Source: an optimization exercise on an open RTL-to-GDS flow (aim: small area and a short achievable clock period). Production flows keep margins and buffers that such runs may drop. Function was checked by simulation only, so behaviour that the tests miss may differ from the original.

==> design.v <==
module safe_mult #(
        parameter A_WIDTH = 16,  
        parameter A_FRAC  = 14,  
        parameter B_WIDTH = 16,  
        parameter B_FRAC  = 14,  
        parameter Q_WIDTH = 16,  
        parameter Q_FRAC  = 14   
    ) (
        input signed [A_WIDTH-1:0] A,
        input signed [B_WIDTH-1:0] B,
        output [Q_WIDTH-1:0] Q,
        output overflow
    );
    localparam A_INT = A_WIDTH - A_FRAC;
    localparam B_INT = B_WIDTH - B_FRAC;
    localparam Q_FULLSCALE_FRAC = A_FRAC + B_FRAC;
    localparam Q_FULLSCALE_INT  = A_INT + B_INT;
    localparam Q_FULLSCALE_WIDTH = Q_FULLSCALE_INT + Q_FULLSCALE_FRAC;
    localparam Q_FRAC_OVERHEAD = (Q_FULLSCALE_FRAC >= Q_FRAC) ? (Q_FULLSCALE_FRAC-Q_FRAC) : (Q_FRAC-Q_FULLSCALE_FRAC);
    localparam Q_int = Q_WIDTH - Q_FRAC;
    localparam GUARD_WIDTH = (Q_FULLSCALE_INT > Q_int) ? Q_FULLSCALE_INT - Q_int : 1;  
    wire [GUARD_WIDTH-1:0] guard_bits;
    wire signed [Q_FULLSCALE_WIDTH - 1:0]  Q_fullscale;
    wire        [Q_FULLSCALE_INT-1:0]  Q_fullscale_int_bits;
    wire        [Q_FULLSCALE_FRAC-1:0] Q_fullscale_frac_bits;
    wire        [Q_int-1:0]            Q_int_bits;
    wire        [Q_FRAC-1:0]           Q_frac_bits;
    assign Q_fullscale = A*B;
    assign Q_fullscale_int_bits  = Q_fullscale[Q_FULLSCALE_WIDTH-1:Q_FULLSCALE_FRAC];
    assign Q_fullscale_frac_bits = Q_fullscale[Q_FULLSCALE_FRAC-1:0];
    generate
        if (Q_FULLSCALE_INT >= Q_int) begin : g_int_trunc
            assign Q_int_bits = Q_fullscale_int_bits[Q_int-1:0];
        end else begin : g_int_ext
            assign Q_int_bits = { {Q_int - Q_FULLSCALE_INT{Q_fullscale_int_bits[Q_FULLSCALE_INT-1]}} , Q_fullscale_int_bits};
        end
        if (Q_FULLSCALE_FRAC >= Q_FRAC) begin : g_frac_trunc
            assign Q_frac_bits = Q_fullscale_frac_bits[Q_FULLSCALE_FRAC-1:Q_FRAC_OVERHEAD];
        end else begin : g_frac_ext
            assign Q_frac_bits = {Q_fullscale_frac_bits, {Q_FRAC_OVERHEAD{1'b0}}};
        end
    endgenerate
    assign Q = {Q_int_bits, Q_frac_bits};
    generate
        if (Q_FULLSCALE_INT > Q_int) begin : g_guard
            assign guard_bits = Q_fullscale[Q_FULLSCALE_WIDTH-1:Q_FULLSCALE_WIDTH-GUARD_WIDTH];
        end else begin : g_no_guard
            assign guard_bits = 0;
        end
    endgenerate
    assign overflow = (Q_FULLSCALE_INT > Q_int) ? ( (Q[Q_WIDTH-1] == 1'b0) ? |guard_bits != 1'b0 : &guard_bits != 1'b1) : 1'b0;
endmodule
module safe_adder #(
        parameter A_WIDTH = 16,  
        parameter A_FRAC  = 14,  
        parameter B_WIDTH = 16,  
        parameter B_FRAC  = 14,  
        parameter Q_WIDTH = 16,  
        parameter Q_FRAC  = 14,   
        parameter OP = "ADD"     
    ) (
        input signed [A_WIDTH-1:0] A,
        input signed [B_WIDTH-1:0] B,
        output [Q_WIDTH-1:0] Q,
        output overflow
    );
    initial
      begin
          if (OP != "ADD" && OP != "SUB")
              $error("Illegal value for OP parameter");
      end
    localparam A_INT = A_WIDTH - A_FRAC;
    localparam B_INT = B_WIDTH - B_FRAC;
    localparam Q_FULLSCALE_FRAC = (A_FRAC > B_FRAC) ? A_FRAC : B_FRAC;
    localparam Q_FULLSCALE_INT  = (A_INT > B_INT) ? A_INT + 1 : B_INT + 1;  
    localparam Q_FULLSCALE_WIDTH = Q_FULLSCALE_INT + Q_FULLSCALE_FRAC;
    localparam Q_FRAC_OVERHEAD = (Q_FULLSCALE_FRAC >= Q_FRAC) ? (Q_FULLSCALE_FRAC-Q_FRAC) : (Q_FRAC-Q_FULLSCALE_FRAC);
    localparam Q_INT = Q_WIDTH - Q_FRAC;
    localparam GUARD_WIDTH = (Q_FULLSCALE_INT > Q_INT) ? Q_FULLSCALE_INT - Q_INT : 1;  
    wire [GUARD_WIDTH-1:0] guard_bits;
    wire signed [Q_FULLSCALE_WIDTH - 1:0]  Q_fullscale;
    wire        [Q_FULLSCALE_INT-1:0]  Q_fullscale_int_bits;
    wire        [Q_FULLSCALE_FRAC-1:0] Q_fullscale_frac_bits;
    wire        [Q_INT-1:0]            Q_int_bits;
    wire        [Q_FRAC-1:0]           Q_frac_bits;
    wire signed [B_WIDTH-1:0] B_buff;
    assign B_buff = (OP == "SUB") ? ~(B) + 1 : B;
    wire [Q_FULLSCALE_WIDTH-2:0] B_scaled;  
    wire [Q_FULLSCALE_WIDTH-2:0] A_scaled;  
    generate
        if (A_WIDTH == B_WIDTH && A_FRAC == B_FRAC)  
          begin 
              assign Q_fullscale = A + B_buff;
          end
        else if (A_INT == B_INT && A_FRAC > B_FRAC)  
          begin
              assign A_scaled = A;
              assign B_scaled = {B_buff, {A_FRAC-B_FRAC{1'b0}}};
              assign Q_fullscale = A + $signed({B_buff, {A_FRAC-B_FRAC{1'b0}}});
          end
        else if (A_INT == B_INT && A_FRAC < B_FRAC)  
          begin
              assign A_scaled = {A, {B_FRAC-A_FRAC{1'b0}}};
              assign B_scaled = B_buff;
              assign Q_fullscale = $signed({A, {B_FRAC-A_FRAC{1'b0}}}) + B_buff;
          end
        else if (A_INT > B_INT && A_FRAC == B_FRAC)  
          begin
              assign A_scaled = A;
              assign B_scaled = {{A_INT-B_INT{B_buff[B_WIDTH-1]}}, B_buff};
              assign Q_fullscale = A + $signed({{A_INT-B_INT{B_buff[B_WIDTH-1]}}, B_buff});  
          end
        else if (A_INT < B_INT && A_FRAC == B_FRAC)  
          begin
              assign A_scaled = {{B_INT-A_INT{A[A_WIDTH-1]}}, A};
              assign B_scaled = B_buff;
              assign Q_fullscale = $signed({{B_INT-A_INT{A[A_WIDTH-1]}}, A}) + B_buff;   
          end
        else if (A_INT > B_INT && A_FRAC > B_FRAC)
          begin
              assign A_scaled = A;
              assign B_scaled = {{A_INT-B_INT{B_buff[B_WIDTH-1]}}, B_buff, {A_FRAC-B_FRAC{1'b0}}};
              assign Q_fullscale = A + $signed({{A_INT-B_INT{B_buff[B_WIDTH-1]}}, B_buff, {A_FRAC-B_FRAC{1'b0}}});  
          end
        else if (A_INT > B_INT && A_FRAC < B_FRAC)
          begin
              assign A_scaled = {A, {B_FRAC-A_FRAC{1'b0}}};
              assign B_scaled = {{A_INT-B_INT{B_buff[B_WIDTH-1]}}, B_buff};
              assign Q_fullscale = $signed({A, {B_FRAC-A_FRAC{1'b0}}}) + $signed({{A_INT-B_INT{B_buff[B_WIDTH-1]}}, B_buff});  
          end
        else if (A_INT < B_INT && A_FRAC < B_FRAC)
          begin
              assign A_scaled = {{B_INT-A_INT{A[A_WIDTH-1]}}, A, {B_FRAC-A_FRAC{1'b0}}};
              assign B_scaled = B_buff;
              assign Q_fullscale = $signed({{B_INT-A_INT{A[A_WIDTH-1]}}, A, {B_FRAC-A_FRAC{1'b0}}}) + B_buff;
          end
        else if (A_INT < B_INT && A_FRAC > B_FRAC)
          begin
              assign B_scaled    = {B_buff, {A_FRAC-B_FRAC{1'b0}}};
              assign A_scaled    = {{B_INT-A_INT{A[A_WIDTH-1]}}, A};
              assign Q_fullscale = $signed({{B_INT-A_INT{A[A_WIDTH-1]}}, A}) +$signed( {B_buff, {A_FRAC-B_FRAC{1'b0}}});
          end
        else
          begin
              assign Q_fullscale = A + B_buff;
          end 
    endgenerate
    integer test_width1;
    integer test_width2;
    initial begin
    end
    assign Q_fullscale_int_bits  = Q_fullscale[Q_FULLSCALE_WIDTH-1:Q_FULLSCALE_FRAC];
    assign Q_fullscale_frac_bits = Q_fullscale[Q_FULLSCALE_FRAC-1:0];
    generate
        if (Q_FULLSCALE_INT >= Q_INT) begin : g_int_trunc
            assign Q_int_bits = Q_fullscale_int_bits[Q_INT-1:0];
        end else begin : g_int_ext
            assign Q_int_bits = { {Q_INT - Q_FULLSCALE_INT{Q_fullscale_int_bits[Q_FULLSCALE_INT-1]}} , Q_fullscale_int_bits};
        end
        if (Q_FULLSCALE_FRAC >= Q_FRAC) begin : g_frac_trunc
            assign Q_frac_bits = Q_fullscale_frac_bits[Q_FULLSCALE_FRAC-1:Q_FRAC_OVERHEAD];
        end else begin : g_frac_ext
            assign Q_frac_bits = {Q_fullscale_frac_bits, {Q_FRAC_OVERHEAD{1'b0}}};
        end
    endgenerate
    assign Q = {Q_int_bits, Q_frac_bits};
    generate
        if (Q_FULLSCALE_INT > Q_INT) begin : g_guard
            assign guard_bits = Q_fullscale[Q_FULLSCALE_WIDTH-1:Q_FULLSCALE_WIDTH-(Q_FULLSCALE_INT-Q_INT)];
        end else begin : g_no_guard
            assign guard_bits = 0;
        end
    endgenerate
    assign overflow = (Q_FULLSCALE_INT > Q_INT) ? ( (Q[Q_WIDTH-1] == 1'b0) ? |guard_bits != 1'b0 : &guard_bits != 1'b1) : 1'b0;
endmodule
module fir_generic #(
        parameter INPUT_W       = 16,
        parameter INPUT_FRAC_W  = 14,
        parameter COEFF_W       = 16,
        parameter COEFF_FRAC_W  = 14,
        parameter OUTPUT_W      = 16,
        parameter OUTPUT_FRAC_W = 14,
        parameter FILTER_TAPS   = 4
    ) (
        input rst,
        input clk,
        input         [FILTER_TAPS*COEFF_W - 1 : 0] coeff_vector,
        input  signed [INPUT_W-1:0]                 data_in,
        input                                       sample_en,
        output signed [OUTPUT_W-1:0]                data_out,
        output reg                                  sample_valid,
        output                                      overflow
    );
    localparam MULT_W = INPUT_W + COEFF_W;
    localparam MULT_FRAC_W = OUTPUT_FRAC_W + COEFF_FRAC_W;
    localparam ACC_W = (MULT_W + FILTER_TAPS);
    localparam ACC_FRAC_W = MULT_FRAC_W;
    wire signed [MULT_W - 1: 0] filter_product [FILTER_TAPS - 1: 0];
    wire signed [ACC_W - 1: 0] filter_sum [FILTER_TAPS - 2: 0];
    reg  signed [ACC_W - 1: 0] filter_pipeline [FILTER_TAPS - 1: 0];
    wire signed [OUTPUT_W - 1: 0] result;
    wire signed [INPUT_W - 1: 0] coeff[FILTER_TAPS-1: 0];
    wire [FILTER_TAPS-1:0] mult_overflow;
    wire [FILTER_TAPS-2:0] add_overflow;
    wire                   rescale_overflow;
    genvar i;
    generate
        for (i = 1; i <= FILTER_TAPS; i = i + 1)
          begin
              assign coeff[i-1] = coeff_vector[i*INPUT_W - 1 : (i-1)*INPUT_W];
          end
    endgenerate
    generate
      for (i = 0; i < FILTER_TAPS; i = i + 1)
        begin
            safe_mult #(
                .A_WIDTH (INPUT_W),  
                .A_FRAC  (INPUT_FRAC_W),  
                .B_WIDTH (COEFF_W),  
                .B_FRAC  (COEFF_FRAC_W),  
                .Q_WIDTH (MULT_W),  
                .Q_FRAC  (MULT_FRAC_W)   
            ) filter_mult (
                .A        (data_in),
                .B        (coeff[i]),
                .Q        (filter_product[i]),
                .overflow (mult_overflow[i])
            );
        end
    endgenerate
    always @(posedge clk)
      begin: PIPELINE
          integer k;
          if (rst)
            begin
                for (k = 0; k <= FILTER_TAPS-1; k = k + 1)
                  begin
                      filter_pipeline[k] <= 0;
                  end
                sample_valid <= 1'b0;
            end
          else if (sample_en)
             begin
                 filter_pipeline[FILTER_TAPS-1] <= filter_product[FILTER_TAPS-1];
                 for (k = 0; k < FILTER_TAPS-1; k = k + 1)
                   begin
                       filter_pipeline[k] <= filter_sum[k];
                   end
                 sample_valid <= 1'b1;
             end
          else
            begin
                sample_valid <= 1'b0;
            end
      end
    genvar j;
    generate
        for (j = 0; j < FILTER_TAPS - 1; j = j + 1)
          begin
              safe_adder #(
                  .A_WIDTH (ACC_W),  
                  .A_FRAC  (ACC_FRAC_W),  
                  .B_WIDTH (MULT_W),  
                  .B_FRAC  (MULT_FRAC_W),  
                  .Q_WIDTH (ACC_W),  
                  .Q_FRAC  (ACC_FRAC_W),   
                  .OP ("ADD")     
              ) filter_add (
                  .A (filter_pipeline[j+1]),
                  .B (filter_product[j]),
                  .Q (filter_sum[j]),
                  .overflow (add_overflow[j])
              );
          end
    endgenerate
    safe_adder #(
          .A_WIDTH (ACC_W),  
          .A_FRAC  (ACC_FRAC_W),  
          .B_WIDTH (2),  
          .B_FRAC  (1),  
          .Q_WIDTH (OUTPUT_W),  
          .Q_FRAC  (OUTPUT_FRAC_W),   
          .OP ("ADD")     
      ) output_rescale (
          .A (filter_pipeline[0]),
          .B (2'd0),
          .Q (result),
          .overflow (rescale_overflow)
      );
    assign data_out = result;
    assign overflow = |add_overflow | |mult_overflow | rescale_overflow;
endmodule
module fir_top (
        input          rst,
        input          clk,
        input  [255:0] coeff_vector,
        input  [15:0]  data_in,
        input          sample_en,
        output [15:0]  data_out,
        output         sample_valid,
        output         overflow
    );
    fir_generic #(
        .INPUT_W       (16),
        .INPUT_FRAC_W  (14),
        .COEFF_W       (16),
        .COEFF_FRAC_W  (14),
        .OUTPUT_W      (16),
        .OUTPUT_FRAC_W (14),
        .FILTER_TAPS   (16)
    ) u_fir (
        .rst          (rst),
        .clk          (clk),
        .coeff_vector (coeff_vector),
        .data_in      (data_in),
        .sample_en    (sample_en),
        .data_out     (data_out),
        .sample_valid (sample_valid),
        .overflow     (overflow)
    );
endmodule
==> run.sh <==
#!/bin/bash
# synth_recipe.tcl (not shown) runs the flow's synth.tcl, then flattens the netlist and writes it again
# the make line also repeats each setting of config.mk as NAME=value (left out here)
make -C /OpenROAD-flow-scripts/flow DESIGN_CONFIG=/design/flow/config.mk WORK_HOME=/design/flow/orfs CLKGATE_MAP_FILE= SYNTH_SCRIPT=/design/flow/synth_recipe.tcl finish
==> config.mk <==
export PLATFORM = sky130hd
export DESIGN_NAME = fir_top
export DESIGN_NICKNAME = fir_top
export VERILOG_FILES = /design/flow/design.v
export SDC_FILE = /design/flow/constraint.sdc
export NUM_CORES = 4
export LEC_CHECK = 0
export CAP_MARGIN = 20
export CORE_MARGIN = 2
export CORE_UTILIZATION = 40
export SETUP_SLACK_MARGIN = 0.5
export SLEW_MARGIN = 20
==> constraint.sdc <==
create_clock -name core_clock -period 16.0 [get_ports {clk}]
set_input_delay 3.2000 -clock core_clock [delete_from_list [all_inputs] [get_ports {clk}]]
set_output_delay 3.2000 -clock core_clock [all_outputs]
set_load 0.01 [all_outputs]
==> results.txt <==
## layer usage
layer  part of all wire  vias up  wire, um
met4              0.031       54     20500
met5            0.00052        -       345
met2               0.47     4230    313000
met1               0.43    85300    288000
met3              0.063      858     41500
li1                   -    74600         -
## per-stage QoR
stage	setup TNS [ps]	worst slack [ps]	cell area [um2]	hold slack [ps]	std cells
finish	0	696	253000	464	33200
global route	0	433	253000	481	33200
global placement	-336	-336	248000	445	32900
floorplan	0	1430	234000	432	25300
CTS	0	502	252000	468	33200
detailed placement	-381	-381	248000	447	32900
## flip-flops by register name, summed over array words and instances, names as in the netlist
name / flops
u_fir.filter_pipeline: 723
u_fir.sample_valid: 1
## worst min-delay path by stage
| stage | end | cells past startpoint | slack (ps) | start |
|---|---|---|---|---|
| final | u_fir.filter_pipeline[13][39] | 1 | 460 | u_fir.filter_pipeline[13][39] |
| after global routing | u_fir.filter_pipeline[13][39] | 1 | 480 | u_fir.filter_pipeline[13][39] |
| after CTS | u_fir.filter_pipeline[13][37] | 1 | 470 | u_fir.filter_pipeline[13][37] |
| after detailed placement | u_fir.filter_pipeline[13][37] | 1 | 450 | u_fir.filter_pipeline[13][37] |
| after global placement | u_fir.filter_pipeline[13][37] | 1 | 450 | u_fir.filter_pipeline[13][37] |
| after floorplan | u_fir.filter_pipeline[10][27] | 2 | 430 | u_fir.filter_pipeline[10][27] |
## layout make-up
cell class	count	area share
Clock buffer	130	0.0114
Antenna cell	55	0.000545
Tap cell	7755	0.0384
Multi-Input combinational cell	17000	0.757
Inverter	6693	0.0996
Sequential cell	724	0.0573
Timing Repair Buffer	867	0.0332
Clock inverter	58	0.00258
## worst max-delay path, stage by stage
cell,delay (ps)
clkdlybuf4s15_1,650
and2_1,440
fa_1,540
inv_1,50
fa_1,460
fa_1,540
inv_1,60
fa_1,510
fa_1,520
inv_1,60
fa_1,520
inv_1,50
ha_1,370
nand2_1,100
nor3_1,250
a21oi_2,130
o21ai_4,210
o2bb2ai_2,190
a31oi_1,190
or3_4,380
a311oi_4,310
a31oi_1,220
o31ai_2,300
xor2_2,280
xnor2_1,190
or4_1,620
buf_4,230
clkdlybuf4s50_1,500
## kinds of logic after synthesis
kind of cell | synth area share
DFF | 0.0619
buffers and inverters | 0.123
xor gates and xnor gates | 0.0262
adders and majority gates | 0.590
and+or+nand+nor | 0.123
muxes | 0.0180
AOI/OAI and AO/OA | 0.0580
## what timing repair did
action	in CTS	in global routing
gates resized for setup	103	166
endpoints found under the hold margin	0	0
gates cloned	0	3
setup endpoints to repair	1	1
setup buffers	22	38
pin swaps	8	19
## placed cells by master, fill, tap and decap left out, types with 40 or more instances in the layout
master	n
and2_1	1756
fa_1	5590
nand2_1	2479
a21oi_1	685
o21a_1	92
dfxtp_1	724
nand4_1	76
dlymetal6s2s_1	54
o21bai_1	117
diode_2	55
clkbuf_16	109
a31oi_1	40
nand2b_1	145
fa_2	42
nor3_1	78
nor2_1	1171
xnor2_1	484
and3_1	52
o21ai_0	345
ha_1	2024
a211oi_1	112
mux2i_1	418
inv_1	6677
nor2b_1	95
buf_4	498
xor2_1	205
buf_12	69
dlygate4sd2_1	41
nand3_1	106
clkdlybuf4s50_1	176
a21o_1	377
==> flow_summary.yaml <==
critical_path:
  critPathCapture: "overflow"
  regToRegSetupSlack_ps: 8820
  cp.arrival_ps: 12100
  cp_max_fo: 16
  reg2reg_from: "u_fir.filter_pipeline[4][15]"
  reg2reg_depth: 24
  endpoint_kind: "output port"
  crit_path_start: "coeff_vector[68]"
  crit_required_ps: 12800
  crit_type: "input port to output port"
  cp-start-kind: "input port"
  r2r_end: "u_fir.filter_pipeline[3][46]"
route:
  vias_per_cell: 4.96
  wl_um: 663000
  drtIter0Drc: 9187
  vias: 165000
  first_pass_iters: 6
  drt.antenna.violating_nets: 0
  drcViolationCount: 0
  post_drt_wl_per_cell_um: 19.9
outcome:
  status: "timing/DRC/antenna clean"
layout:
  areaGrowthSynthToFinish_pct: 8.02
  multiInputGateArea_um2: 191000
  seq_area_um2: 14500
  final_nets: 33300
  final.fill_count: 56800
  drive_above_1_share: 0.0379
  fin_util: 0.434
synth:
  syn-instance-count: 25300
  synth.top_cell.area_share: 0.482
  async_flop_share: 0
  synth_top_area_cell: "fa_1"
  synth_fp_nets: 33300
  synth_common_cells: "6691 x inv_1, 5632 x fa_1, 2486 x nand2_1"
  synth_area_um2: 234000
  ys_seq_area_frac: 0.0619
  synthDistinctLibCells: 95
  yosys-top-cells-area: "fa_1 48%, ha_1 11%, inv_1 11%"
  synth_most_common_cell: "inv_1"
  ys_ff_latch: 724
  synth_edf_count: 0
  synth_warnings: 5
  synthFlopType: "dfxtp_1"
  synth.avg_cell_area_um2: 9.24
die:
  core_um2: 582000
  start_util: 0.402
  die_area_um2: 591000
  rows: 280
  die_height_um: 769
  die_x_um: 769
  pin_count: 293
sta:
  hold_viol_final: 0
  skew_ps: 44.6
  min_period_ps: 15300
  relSlewSlack: 0.274
  grt_setup_unrepaired: "false"
  setup_viol: 0
  max_freq_mhz: 65.3
  finalMaxSlewViolations: 0
  post-route-period-util: 0.957
  tightest_slew_ps: 1090
global_route:
  grt_max_degree: 141
  use_met2: 0.378
  top_usage_layer: "met2"
  grtUsageMet3: 0.0325
  gr-usage-met1: 0.314
  grt_use_total: 0.228
  grt_antenna_before_repair: 116
  grt_pass1_wl_um: 1050000
  grt_overflow_total: 0
  grt_pass1_vias: 178000
run:
  drv_cap: 0
clock_network:
  cts-root-buf: "clkbuf_16"
  clock_sinks: 724
  tritoncts: "done"
  h-tree-depth: 3
  clkTransAtPathRegs_ps: 60
  clk-insertion-delay-late_ps: 900
  cts_buffer_depth: 4
  numCtsBuffers: 105
  postCtsHoldBufs: 0
place:
  gp_congestion: 0.914
  port_buffers: 292
  dp_hpwl_um: 552000
hold_path:
  hp-class: "flip-flop to flip-flop"

re-timing with driven ports:
The flow's constraints put no driver on any port. The routed layout listed below was extracted and timed again, unchanged, in two steps.
Step 1 sets driving cells, clkbuf_16 on the clock port and buf_2 on the other inputs (assumed; they add their load-dependent delay and slew).
Step 2 moves the port delays by t, midway between the first and last clock arrival at a register: inputs arrive t later, outputs are due t later. That takes back most of the time a late clock gives input paths.
Slacks: no drivers / after step 1 / after step 2; pairs: no drivers / after step 1.
shift t [ns]: 0.998
slack for setup (ns): 0.696 / 0.547 / 0.547
worst hold slack (ns): 0.464 / 0.464 / 0.464
slew at the worst register clock pin (ns): 0.07 / 0.07
After both steps setup and hold are still met in this run. For this run, drivers alone change the setup slack by -0.149 ns; drivers and shift together by -0.149 ns.
